Context: an optimization exercise on an open-source flow, tuned for small area. The choices shown serve that exercise and are no tape-out recipe.
Function not checked in this run: the RTL went through the layout flow alone.

==> flow/design.v <==
module multiply #(parameter INT_WIDTH = 8,                
                  FRACT_WIDTH = 8,                        
                  DATA_WIDTH = INT_WIDTH + FRACT_WIDTH)
                 (input wire [DATA_WIDTH-1 : 0] operand1,
                  input wire [DATA_WIDTH-1 : 0] operand2,
                  output reg [DATA_WIDTH-1 : 0] result);
    reg [DATA_WIDTH-1 : 0] operand1_pos, operand2_pos;
    reg [2*DATA_WIDTH-1 : 0] mul_pos, mul;
    always@(*)
    begin
        operand1_pos = operand1[DATA_WIDTH - 1] ? -operand1 : operand1;
        operand2_pos = operand2[DATA_WIDTH - 1] ? -operand2 : operand2;
        mul_pos      = operand1_pos * operand2_pos;
        mul          = operand1[DATA_WIDTH - 1] ^ operand2[DATA_WIDTH - 1] ? -mul_pos : mul_pos;
        result       = mul >> FRACT_WIDTH;
    end
endmodule
module butterfly #(parameter INT_WIDTH = 8,                     
                   FRACT_WIDTH = 8,                             
                   DATA_WIDTH = INT_WIDTH + FRACT_WIDTH)
                  (input wire [DATA_WIDTH - 1 : 0] in0_real,
                   input wire [DATA_WIDTH - 1 : 0] in0_imag,
                   input wire [DATA_WIDTH - 1 : 0] in1_real,
                   input wire [DATA_WIDTH - 1 : 0] in1_imag,
                   input wire [DATA_WIDTH - 1 : 0] w_r,
                   input wire [DATA_WIDTH - 1 : 0] w_i,
                   output reg [DATA_WIDTH - 1 : 0] out0_real,
                   output reg [DATA_WIDTH - 1 : 0] out0_imag,
                   output reg [DATA_WIDTH - 1 : 0] out1_real,
                   output reg [DATA_WIDTH - 1 : 0] out1_imag);
    wire [DATA_WIDTH - 1 : 0] prod0, prod1, prod2, prod3;
    always@(*)
    begin
        out0_real = in0_real + prod0 - prod1;
        out0_imag = in0_imag + prod2 + prod3;
        out1_real = in0_real + prod1 - prod0;
        out1_imag = in0_imag - prod2 - prod3;
    end
    multiply #(.INT_WIDTH(INT_WIDTH), .FRACT_WIDTH(FRACT_WIDTH)) U0_multiply (
    .operand1(in1_real),
    .operand2(w_r),
    .result(prod0)
    );
    multiply #(.INT_WIDTH(INT_WIDTH), .FRACT_WIDTH(FRACT_WIDTH)) U1_multiply (
    .operand1(in1_imag),
    .operand2(w_i),
    .result(prod1)
    );
    multiply #(.INT_WIDTH(INT_WIDTH), .FRACT_WIDTH(FRACT_WIDTH)) U2_multiply (
    .operand1(in1_real),
    .operand2(w_i),
    .result(prod2)
    );
    multiply #(.INT_WIDTH(INT_WIDTH), .FRACT_WIDTH(FRACT_WIDTH)) U3_multiply (
    .operand1(in1_imag),
    .operand2(w_r),
    .result(prod3)
    );
endmodule
module fft #(parameter INT_WIDTH = 16,                     
             FRACT_WIDTH = 16,                             
             DATA_WIDTH = INT_WIDTH + FRACT_WIDTH)
            (input wire clk,
             input wire rst_n,
             input wire fft_en,
             input wire [DATA_WIDTH - 1 : 0] in0_real,
             input wire [DATA_WIDTH - 1 : 0] in0_imag,
             input wire [DATA_WIDTH - 1 : 0] in1_real,
             input wire [DATA_WIDTH - 1 : 0] in1_imag,
             input wire [DATA_WIDTH - 1 : 0] in2_real,
             input wire [DATA_WIDTH - 1 : 0] in2_imag,
             input wire [DATA_WIDTH - 1 : 0] in3_real,
             input wire [DATA_WIDTH - 1 : 0] in3_imag,
             input wire [DATA_WIDTH - 1 : 0] in4_real,
             input wire [DATA_WIDTH - 1 : 0] in4_imag,
             input wire [DATA_WIDTH - 1 : 0] in5_real,
             input wire [DATA_WIDTH - 1 : 0] in5_imag,
             input wire [DATA_WIDTH - 1 : 0] in6_real,
             input wire [DATA_WIDTH - 1 : 0] in6_imag,
             input wire [DATA_WIDTH - 1 : 0] in7_real,
             input wire [DATA_WIDTH - 1 : 0] in7_imag,
             output wire [DATA_WIDTH - 1 : 0] out0_real,
             output wire [DATA_WIDTH - 1 : 0] out0_imag,
             output wire [DATA_WIDTH - 1 : 0] out1_real,
             output wire [DATA_WIDTH - 1 : 0] out1_imag,
             output wire [DATA_WIDTH - 1 : 0] out2_real,
             output wire [DATA_WIDTH - 1 : 0] out2_imag,
             output wire [DATA_WIDTH - 1 : 0] out3_real,
             output wire [DATA_WIDTH - 1 : 0] out3_imag,
             output wire [DATA_WIDTH - 1 : 0] out4_real,
             output wire [DATA_WIDTH - 1 : 0] out4_imag,
             output wire [DATA_WIDTH - 1 : 0] out5_real,
             output wire [DATA_WIDTH - 1 : 0] out5_imag,
             output wire [DATA_WIDTH - 1 : 0] out6_real,
             output wire [DATA_WIDTH - 1 : 0] out6_imag,
             output wire [DATA_WIDTH - 1 : 0] out7_real,
             output wire [DATA_WIDTH - 1 : 0] out7_imag);
    localparam W_0_R = 'b00000000000000010000000000000000;
    localparam W_1_R = 'b00000000000000001011010100000100;
    localparam W_2_R = 'b00000000000000000000000000000000;
    localparam W_3_R = 'b11111111111111110100101011111011;
    localparam W_4_R = 'b11111111111111110000000000000000;
    localparam W_5_R = 'b11111111111111110100101011111011;
    localparam W_6_R = 'b11111111111111111111111111111111;
    localparam W_7_R = 'b00000000000000001011010100000100;
    localparam W_0_I = 'b00000000000000000000000000000000;
    localparam W_1_I = 'b11111111111111110100101011111011;
    localparam W_2_I = 'b11111111111111110000000000000000;
    localparam W_3_I = 'b11111111111111110100101011111011;
    localparam W_4_I = 'b11111111111111111111111111111111;
    localparam W_5_I = 'b00000000000000001011010100000100;
    localparam W_6_I = 'b00000000000000010000000000000000;
    localparam W_7_I = 'b00000000000000001011010100000100;
    localparam NFFT      = 8;
    localparam NFFT_BITS = 3;
    localparam NUM_OF_BUTTERFLIES = NFFT/2 * NFFT_BITS;
    reg [DATA_WIDTH - 1 : 0] in_real_r [NFFT-1 : 0];
    reg [DATA_WIDTH - 1 : 0] in_imag_r [NFFT-1 : 0];
    wire [DATA_WIDTH - 1 : 0] but_out0_real [NUM_OF_BUTTERFLIES-1 : 0];
    wire [DATA_WIDTH - 1 : 0] but_out0_imag [NUM_OF_BUTTERFLIES-1 : 0];
    wire [DATA_WIDTH - 1 : 0] but_out1_real [NUM_OF_BUTTERFLIES-1 : 0];
    wire [DATA_WIDTH - 1 : 0] but_out1_imag [NUM_OF_BUTTERFLIES-1 : 0];
    reg [DATA_WIDTH - 1 : 0] but_out0_real_r [NUM_OF_BUTTERFLIES-1 : 0];
    reg [DATA_WIDTH - 1 : 0] but_out0_imag_r [NUM_OF_BUTTERFLIES-1 : 0];
    reg [DATA_WIDTH - 1 : 0] but_out1_real_r [NUM_OF_BUTTERFLIES-1 : 0];
    reg [DATA_WIDTH - 1 : 0] but_out1_imag_r [NUM_OF_BUTTERFLIES-1 : 0];
    integer i;
    always@(posedge clk or negedge rst_n)
    begin
        if (!rst_n)
        begin
            for(i = 0; i < NUM_OF_BUTTERFLIES; i = i + 1)
            begin
                but_out0_real_r[i] <= 'd0;
                but_out0_imag_r[i] <= 'd0;
                but_out1_real_r[i] <= 'd0;
                but_out1_imag_r[i] <= 'd0;
            end
        end
        else
        begin
            for(i = 0; i < NUM_OF_BUTTERFLIES; i = i + 1)
            begin
                but_out0_real_r[i] <= but_out0_real[i];
                but_out0_imag_r[i] <= but_out0_imag[i];
                but_out1_real_r[i] <= but_out1_real[i];
                but_out1_imag_r[i] <= but_out1_imag[i];
            end
        end
    end
    always@(posedge clk or negedge rst_n)
    begin
        if (!rst_n)
        begin
            for(i = 0; i < NFFT; i = i + 1)
            begin
                in_real_r[i] <= 'd0;
                in_imag_r[i] <= 'd0;
            end
        end
        else
        begin
            if (fft_en)
            begin
                in_real_r[0] <= in0_real;
                in_real_r[1] <= in1_real;
                in_real_r[2] <= in2_real;
                in_real_r[3] <= in3_real;
                in_real_r[4] <= in4_real;
                in_real_r[5] <= in5_real;
                in_real_r[6] <= in6_real;
                in_real_r[7] <= in7_real;
                in_imag_r[0] <= in0_imag;
                in_imag_r[1] <= in1_imag;
                in_imag_r[2] <= in2_imag;
                in_imag_r[3] <= in3_imag;
                in_imag_r[4] <= in4_imag;
                in_imag_r[5] <= in5_imag;
                in_imag_r[6] <= in6_imag;
                in_imag_r[7] <= in7_imag;
            end
        end
    end
    assign out0_real = but_out0_real_r[8];
    assign out1_real = but_out0_real_r[9];
    assign out2_real = but_out0_real_r[10];
    assign out3_real = but_out0_real_r[11];
    assign out4_real = but_out1_real_r[8];
    assign out5_real = but_out1_real_r[9];
    assign out6_real = but_out1_real_r[10];
    assign out7_real = but_out1_real_r[11];
    assign out0_imag = but_out0_imag_r[8];
    assign out1_imag = but_out0_imag_r[9];
    assign out2_imag = but_out0_imag_r[10];
    assign out3_imag = but_out0_imag_r[11];
    assign out4_imag = but_out1_imag_r[8];
    assign out5_imag = but_out1_imag_r[9];
    assign out6_imag = but_out1_imag_r[10];
    assign out7_imag = but_out1_imag_r[11];
    butterfly #(.INT_WIDTH(INT_WIDTH), .FRACT_WIDTH(FRACT_WIDTH)) U0_butterfly
    (
    .in0_real(in_real_r[0]),
    .in0_imag(in_imag_r[0]),
    .in1_real(in_real_r[4]),
    .in1_imag(in_imag_r[4]),
    .w_r(W_0_R),
    .w_i(W_0_I),
    .out0_real(but_out0_real[0]),
    .out0_imag(but_out0_imag[0]),
    .out1_real(but_out1_real[0]),
    .out1_imag(but_out1_imag[0])
    );
    butterfly #(.INT_WIDTH(INT_WIDTH), .FRACT_WIDTH(FRACT_WIDTH)) U1_butterfly
    (
    .in0_real(in_real_r[2]),
    .in0_imag(in_imag_r[2]),
    .in1_real(in_real_r[6]),
    .in1_imag(in_imag_r[6]),
    .w_r(W_0_R),
    .w_i(W_0_I),
    .out0_real(but_out0_real[1]),
    .out0_imag(but_out0_imag[1]),
    .out1_real(but_out1_real[1]),
    .out1_imag(but_out1_imag[1])
    );
    butterfly #(.INT_WIDTH(INT_WIDTH), .FRACT_WIDTH(FRACT_WIDTH)) U2_butterfly
    (
    .in0_real(in_real_r[1]),
    .in0_imag(in_imag_r[1]),
    .in1_real(in_real_r[5]),
    .in1_imag(in_imag_r[5]),
    .w_r(W_0_R),
    .w_i(W_0_I),
    .out0_real(but_out0_real[2]),
    .out0_imag(but_out0_imag[2]),
    .out1_real(but_out1_real[2]),
    .out1_imag(but_out1_imag[2])
    );
    butterfly #(.INT_WIDTH(INT_WIDTH), .FRACT_WIDTH(FRACT_WIDTH)) U3_butterfly
    (
    .in0_real(in_real_r[3]),
    .in0_imag(in_imag_r[3]),
    .in1_real(in_real_r[7]),
    .in1_imag(in_imag_r[7]),
    .w_r(W_0_R),
    .w_i(W_0_I),
    .out0_real(but_out0_real[3]),
    .out0_imag(but_out0_imag[3]),
    .out1_real(but_out1_real[3]),
    .out1_imag(but_out1_imag[3])
    );
    butterfly #(.INT_WIDTH(INT_WIDTH), .FRACT_WIDTH(FRACT_WIDTH)) U4_butterfly
    (
    .in0_real(but_out0_real_r[0]),
    .in0_imag(but_out0_imag_r[0]),
    .in1_real(but_out0_real_r[1]),
    .in1_imag(but_out0_imag_r[1]),
    .w_r(W_0_R),
    .w_i(W_0_I),
    .out0_real(but_out0_real[4]),
    .out0_imag(but_out0_imag[4]),
    .out1_real(but_out1_real[4]),
    .out1_imag(but_out1_imag[4])
    );
    butterfly #(.INT_WIDTH(INT_WIDTH), .FRACT_WIDTH(FRACT_WIDTH)) U5_butterfly
    (
    .in0_real(but_out1_real_r[0]),
    .in0_imag(but_out1_imag_r[0]),
    .in1_real(but_out1_real_r[1]),
    .in1_imag(but_out1_imag_r[1]),
    .w_r(W_2_R),
    .w_i(W_2_I),
    .out0_real(but_out0_real[5]),
    .out0_imag(but_out0_imag[5]),
    .out1_real(but_out1_real[5]),
    .out1_imag(but_out1_imag[5])
    );
    butterfly #(.INT_WIDTH(INT_WIDTH), .FRACT_WIDTH(FRACT_WIDTH)) U6_butterfly
    (
    .in0_real(but_out0_real_r[2]),
    .in0_imag(but_out0_imag_r[2]),
    .in1_real(but_out0_real_r[3]),
    .in1_imag(but_out0_imag_r[3]),
    .w_r(W_0_R),
    .w_i(W_0_I),
    .out0_real(but_out0_real[6]),
    .out0_imag(but_out0_imag[6]),
    .out1_real(but_out1_real[6]),
    .out1_imag(but_out1_imag[6])
    );
    butterfly #(.INT_WIDTH(INT_WIDTH), .FRACT_WIDTH(FRACT_WIDTH)) U7_butterfly
    (
    .in0_real(but_out1_real_r[2]),
    .in0_imag(but_out1_imag_r[2]),
    .in1_real(but_out1_real_r[3]),
    .in1_imag(but_out1_imag_r[3]),
    .w_r(W_2_R),
    .w_i(W_2_I),
    .out0_real(but_out0_real[7]),
    .out0_imag(but_out0_imag[7]),
    .out1_real(but_out1_real[7]),
    .out1_imag(but_out1_imag[7])
    );
    butterfly #(.INT_WIDTH(INT_WIDTH), .FRACT_WIDTH(FRACT_WIDTH)) U8_butterfly
    (
    .in0_real(but_out0_real_r[4]),
    .in0_imag(but_out0_imag_r[4]),
    .in1_real(but_out0_real_r[6]),
    .in1_imag(but_out0_imag_r[6]),
    .w_r(W_0_R),
    .w_i(W_0_I),
    .out0_real(but_out0_real[8]),
    .out0_imag(but_out0_imag[8]),
    .out1_real(but_out1_real[8]),
    .out1_imag(but_out1_imag[8])
    );
    butterfly #(.INT_WIDTH(INT_WIDTH), .FRACT_WIDTH(FRACT_WIDTH)) U9_butterfly
    (
    .in0_real(but_out0_real_r[5]),
    .in0_imag(but_out0_imag_r[5]),
    .in1_real(but_out0_real_r[7]),
    .in1_imag(but_out0_imag_r[7]),
    .w_r(W_1_R),
    .w_i(W_1_I),
    .out0_real(but_out0_real[9]),
    .out0_imag(but_out0_imag[9]),
    .out1_real(but_out1_real[9]),
    .out1_imag(but_out1_imag[9])
    );
    butterfly #(.INT_WIDTH(INT_WIDTH), .FRACT_WIDTH(FRACT_WIDTH)) U10_butterfly
    (
    .in0_real(but_out1_real_r[4]),
    .in0_imag(but_out1_imag_r[4]),
    .in1_real(but_out1_real_r[6]),
    .in1_imag(but_out1_imag_r[6]),
    .w_r(W_2_R),
    .w_i(W_2_I),
    .out0_real(but_out0_real[10]),
    .out0_imag(but_out0_imag[10]),
    .out1_real(but_out1_real[10]),
    .out1_imag(but_out1_imag[10])
    );
    butterfly #(.INT_WIDTH(INT_WIDTH), .FRACT_WIDTH(FRACT_WIDTH)) U11_butterfly
    (
    .in0_real(but_out1_real_r[5]),
    .in0_imag(but_out1_imag_r[5]),
    .in1_real(but_out1_real_r[7]),
    .in1_imag(but_out1_imag_r[7]),
    .w_r(W_3_R),
    .w_i(W_3_I),
    .out0_real(but_out0_real[11]),
    .out0_imag(but_out0_imag[11]),
    .out1_real(but_out1_real[11]),
    .out1_imag(but_out1_imag[11])
    );
endmodule
==> flow/run.sh <==
#!/bin/bash
# synth_recipe.tcl (not shown) runs the flow's synth.tcl, then flattens the netlist and writes it again
# the make line also repeats each setting of config.mk as NAME=value (left out here)
make -C /OpenROAD-flow-scripts/flow DESIGN_CONFIG=/design/flow/config.mk WORK_HOME=/design/flow/orfs CLKGATE_MAP_FILE= SYNTH_SCRIPT=/design/flow/synth_recipe.tcl finish
==> flow/config.mk <==
export PLATFORM = sky130hd
export DESIGN_NAME = fft
export DESIGN_NICKNAME = fft
export VERILOG_FILES = /design/flow/design.v
export SDC_FILE = /design/flow/constraint.sdc
export NUM_CORES = 4
export LEC_CHECK = 0
export CAP_MARGIN = 20
export CORE_MARGIN = 2
export CORE_UTILIZATION = 40
export SLEW_MARGIN = 20
==> flow/constraint.sdc <==
create_clock -name core_clock -period 12.5 [get_ports {clk}]
set_input_delay 2.5000 -clock core_clock [delete_from_list [all_inputs] [get_ports {clk}]]
set_output_delay 2.5000 -clock core_clock [all_outputs]
set_load 0.01 [all_outputs]
==> run notes <==
Place:
- The worst setup timing slack at the placement stage is -274.0 ps.
- The placed instance count is 30575.
- The wire-length estimate of the detail-placed layout is around 670 mm.
- The final estimated routing congestion in global placement is 1.060.
- In this run the tool buffered the top-level ports with just over 1000 buffer cells.

Timing:
- The slack of the critical path is 455.5 ps.
- Setup violations remaining at the end of the flow were counted as 0.
- The actual slew at the worst max-slew pin is 1384 ps.
- The final hold violation count came to 0.
- In the finished design, the share of the clock period the worst path needs comes to 0.9636.
- The minimum period implied by the final worst setup slack is 12040 ps.
- Clock skew on the completed layout was measured at 124.4 ps.
- The max-slew violation count is 0.
- The highest clock frequency the design can meet is 0.08303 GHz.
- In this run the tightest slew margin relative to its limit is 0.07044.

Yosys:
- The mapped netlist covers 204100 um^2.
- The yosys synthesis warning count is 15.
- Among all flip-flop cells after synthesis, the most frequent one is dfrtp_1.
- The share of synthesized area occupied by flip-flops and latches is 0.2484.
- For this run, asynchronously set or reset flops after synthesis account for 1.000.
- Counting flops and latches in the post-synthesis netlist gives 2026.
- The post-synthesis net count is 27105.
- The netlist uses 103 different library cells.
- The instance count of the mapped netlist is approximately 23000.
- The count of flip-flops with a built-in enable after synthesis is 0.
- Dividing the synthesized area by the synthesized cell count gives 8.753 um^2.

Global routing:
- The first global-routing pass estimated 1118 mm of wire.
- The largest net degree at the start of global routing is between 150 and 200.
- The number of global-route vias before repair is 162060.
- The global-route congestion overflow total is 0.
- In the global route stage, overall resource usage came out at 0.2918.
- The number of antenna violations at the first check in global routing was 171.

Hold path:
- The path with the worst hold slack has its endpoint at in_real_r[3][31].
- The worst min-delay path startpoint is in_real_r[3][31].
- The number of instances on the worst hold path is 1.
- The worst hold path class is flop to flop.

Final layout:
- The area growth from synthesis to layout is 13.50%.
- The number of nets in the final layout is 27871.
- The area of the multi-input gates is 139800 um^2.
- Counting the fill cells in the layout gives 49570.
- The fraction of layout cells with a size suffix above 1 is 0.05722.
- The sequential cell area is 50710 um^2.
- The final standard cell count with taps included and fillers excluded is 31371.

Worst setup path:
- The worst flop-to-flop path endpoint is but_out1_imag_r[9][30].
- STA puts the critical path data required time at roughly 13000 ps.
- Counting both buffers and inverters, the worst setup path holds a total of 8.
- Broken down by cell family, the worst path's largest delay share belongs to adder cells.
- The cell type with the highest occurrence count on the critical path is inv_1.
- The worst endpoint data arrival time is 12920 ps.
- The launching element type of the critical path is a flop.
- The endpoint class of the critical path is a flop.
- The cell count of the worst reg-to-reg path is between 40 and 50.
- The biggest cell delay along the critical path is 630 ps.
- Along the worst path, the maximum fanout reaches 8.
- The register-to-register setup slack is about 460 ps.
- For this design, the slowest cell found on the critical path is or4b_1.
- The startpoint of the worst register-to-register path is but_out0_real_r[7][2].
- The critical setup path kind is flop to flop.

Detailed routing:
- The pre-antenna-repair detailed-routing pass consisted of 8 iterations.
- The starting DRC count in detailed routing is ~15000.
- The remaining antenna violation count after routing is 0.
- The total detailed-routing wirelength is 781.8 mm.
- The via count is 171347.
- The residual DRC count is 0.
- Dividing the detail-routed via count by the number of cells gives 5.462.
- After detailed routing, the average wire length per cell comes to 24.92 um.

Die:
- The width of the die is 718.3 um.
- The count of pins on the block boundary is 1027.
- The total area inside the core boundary comes to between 500000 and 600000 um^2.
- Row generation in the floorplan step produced 262 rows.
- The die is 718.3 um tall.
- For this configuration, the core starts out at a cell density of 0.4011.
- The floorplan step defined a die boundary enclosing 515900 um^2.

Clock tree:
- The hold-fix buffer count after cts is 0.
- Clock latency on the worst-skew pair, taken at its later pin, is 1020 ps.
- TritonCTS created 234 clock buffers.
- The worst-case clock buffer depth is 4.
- In this run the number of H-tree levels came out at 4.
- Clock tree synthesis selected as its root buffer the cell clkbuf_16.
- The sink count of the clock tree is slightly above 2000.
- The TritonCTS clock tree is built.
- The clock transition at the registers of the reported paths is 60 ps.

Flow run:
- The max capacitance violation total is 0.

Run status:
- The run finished with no timing, DRC or antenna violations.
==> Yosys cell counts, types with 117 or more instances <==
master,count,area [um^2]
and2_1,164,1026
nand3_1,335,1677
o31ai_1,175,1314
o21ai_0,868,4344
xnor2_1,1870,16380
a211oi_1,130,975.9
a21oi_1,1562,7818
nor2_1,1816,6817
nand2_1,1238,4647
xor2_1,1095,9590
o21a_1,194,1456
mux2_2,486,5473
o21bai_1,355,2665
nand4_1,121,757.0
clkbuf_1,709,2661
and3_1,141,882.1
nor4_1,160,1001
or3_1,329,2058
fa_1,865,17320
nand2b_1,290,1814
inv_1,2985,11200
a31oi_1,153,957.2
dfrtp_1,2026,50700
or4_1,117,878.3
a21o_1,406,3048
nor3_1,615,3078
nor2b_1,219,1370
ha_1,2409,30140
==> worst max path at each step <==
stage | startpoint | endpoint | cells after the start
finish | but_out0_real_r[7][2] | but_out1_imag_r[9][30] | 45
global route | but_out0_imag_r[7][2] | but_out0_real_r[9][31] | 43
CTS | but_out0_real_r[7][2] | but_out1_imag_r[9][30] | 45
detailed placement | but_out0_real_r[7][2] | but_out1_imag_r[9][30] | 45
global placement | but_out0_real_r[7][2] | but_out1_imag_r[9][30] | 45
floorplan | but_out0_real_r[7][2] | but_out1_imag_r[9][30] | 46
==> through the flow <==
| stage | util | hold slack [ps] | instance area, um^2 | setup TNS (ps) |
|---|---|---|---|---|
| detailed placement | 0.4368 | 527.4 | 222200 | -437.2 |
| global placement | 0.4367 | 518.5 | 222200 | -231.8 |
| CTS | 0.4528 | 539.9 | 230400 | 0 |
| finish | 0.4553 | 537.5 | 231600 | 0 |
| floorplan | - | 484.9 | 204100 | 0 |
| global route | 0.4551 | 557.5 | 231500 | -14.31 |
==> cells by family (layout without fill, tap and decap cells) <==
family / Yosys count / after routing / synth area share
fa+ha+maj: 3274 / 3274 / 0.2325
flops: 2026 / 2026 / 0.2484
xor+xnor: 2969 / 2969 / 0.1277
other cells: 0 / 366 / 0
simple gates: 5900 / 5900 / 0.1408
buf+inv: 3750 / 4707 / 0.06911
compound gates: 4865 / 4865 / 0.1524
mux: 532 / 532 / 0.02908
==> worst reg2reg max path, delay by kind of cell (launching register included) <==
family	cells	cell delay (ps)
AO/OA/AOI/OAI	12	2960
XOR/XNOR	3	710
adder cells (fa/ha/maj)	9	3890
buffers and inverters	8	730
flip-flops	1	480
AND/OR/NAND/NOR	13	3160
==> state kept, by name, summed over array words and instances, names as in the netlist <==
register         cells
but_out1_imag_r    376
in_imag_r          256
in_real_r          256
but_out0_real_r    382
but_out1_real_r    374
but_out0_imag_r    382
==> per-layer routing <==
metal | global-route usage | vias to the layer above | part of all wire | wire length, um
met5 | 0.001479 | - | 0.00073 | 573
met4 | 0.1530 | 48 | 0.059 | 46200
met3 | 0.04339 | 941 | 0.064 | 49880
met2 | 0.4418 | 5645 | 0.43 | 337100
met1 | 0.4029 | 84161 | 0.45 | 348000
li1 | - | 80552 | - | -
==> area by class of cell <==
class	instances	area share
Antenna cell	366	0.003954
Tap cell	6732	0.03636
Inverter	2994	0.04853
Sequential cell	2026	0.2189
Multi-Input combinational cell	17540	0.6035
Clock buffer	291	0.02720
Timing Repair Buffer	1286	0.05353
Clock inverter	136	0.007995
==> cell usage in the layout, fill, tap and decap left out, types with 117 or more instances in the layout <==
cell	count
nand2b_1	290
clkdlybuf4s50_1	1024
dfrtp_1	2020
nor2_1	1815
clkbuf_16	234
diode_2	366
or4_1	117
nor2b_1	218
and3_1	141
nand2_1	1238
nor3_1	615
a31oi_1	153
buf_4	247
nand4_1	121
nor4_1	154
mux2_2	486
o21bai_1	355
o21ai_0	867
or3_1	329
a21o_1	406
o31ai_1	173
xnor2_1	1828
fa_1	865
inv_1	2984
ha_1	2408
and2_1	164
a21oi_1	1562
a211oi_1	128
o21a_1	194
xor2_1	1088
nand3_1	335
==> timing repair <==
item / 4_1_cts / 5_1_grt
pin swaps: 0 / 2
resized for setup: 2 / 46
setup endpoints to repair: 4 / 42
setup buffers: 0 / 3

-- port drivers added, routing unchanged --
No port has a modelled driver above. Below, the same layout with a new extraction and two added sets of constraints.
Step 1 (the two cells are an assumption about what drives the block):
set clk [get_ports {clk}]
set_driving_cell -lib_cell sky130_fd_sc_hd__clkbuf_16 $clk
set_driving_cell -lib_cell sky130_fd_sc_hd__buf_2 [delete_from_list [all_inputs] $clk]
Step 2 also shifts input and output timing later by t, the mid clock arrival at the registers, as if the neighbouring blocks saw the same clock.
Slacks: ideal ports / drivers / drivers and shift; pairs: ideal ports / drivers.
shift t [ns]: 1.101
setup WS [ns]: 0.455 / 0.455 / 0.455
worst setup path after step 2: register to register
latest minus earliest clock arrival (ns): 0.137 / 0.137
worst register clock-pin slew, ns: 0.09 / 0.09
After both steps setup and hold are still met in this run. The setup slack of this run moves by 0.000 ns with the drivers and by 0.000 ns with both steps.
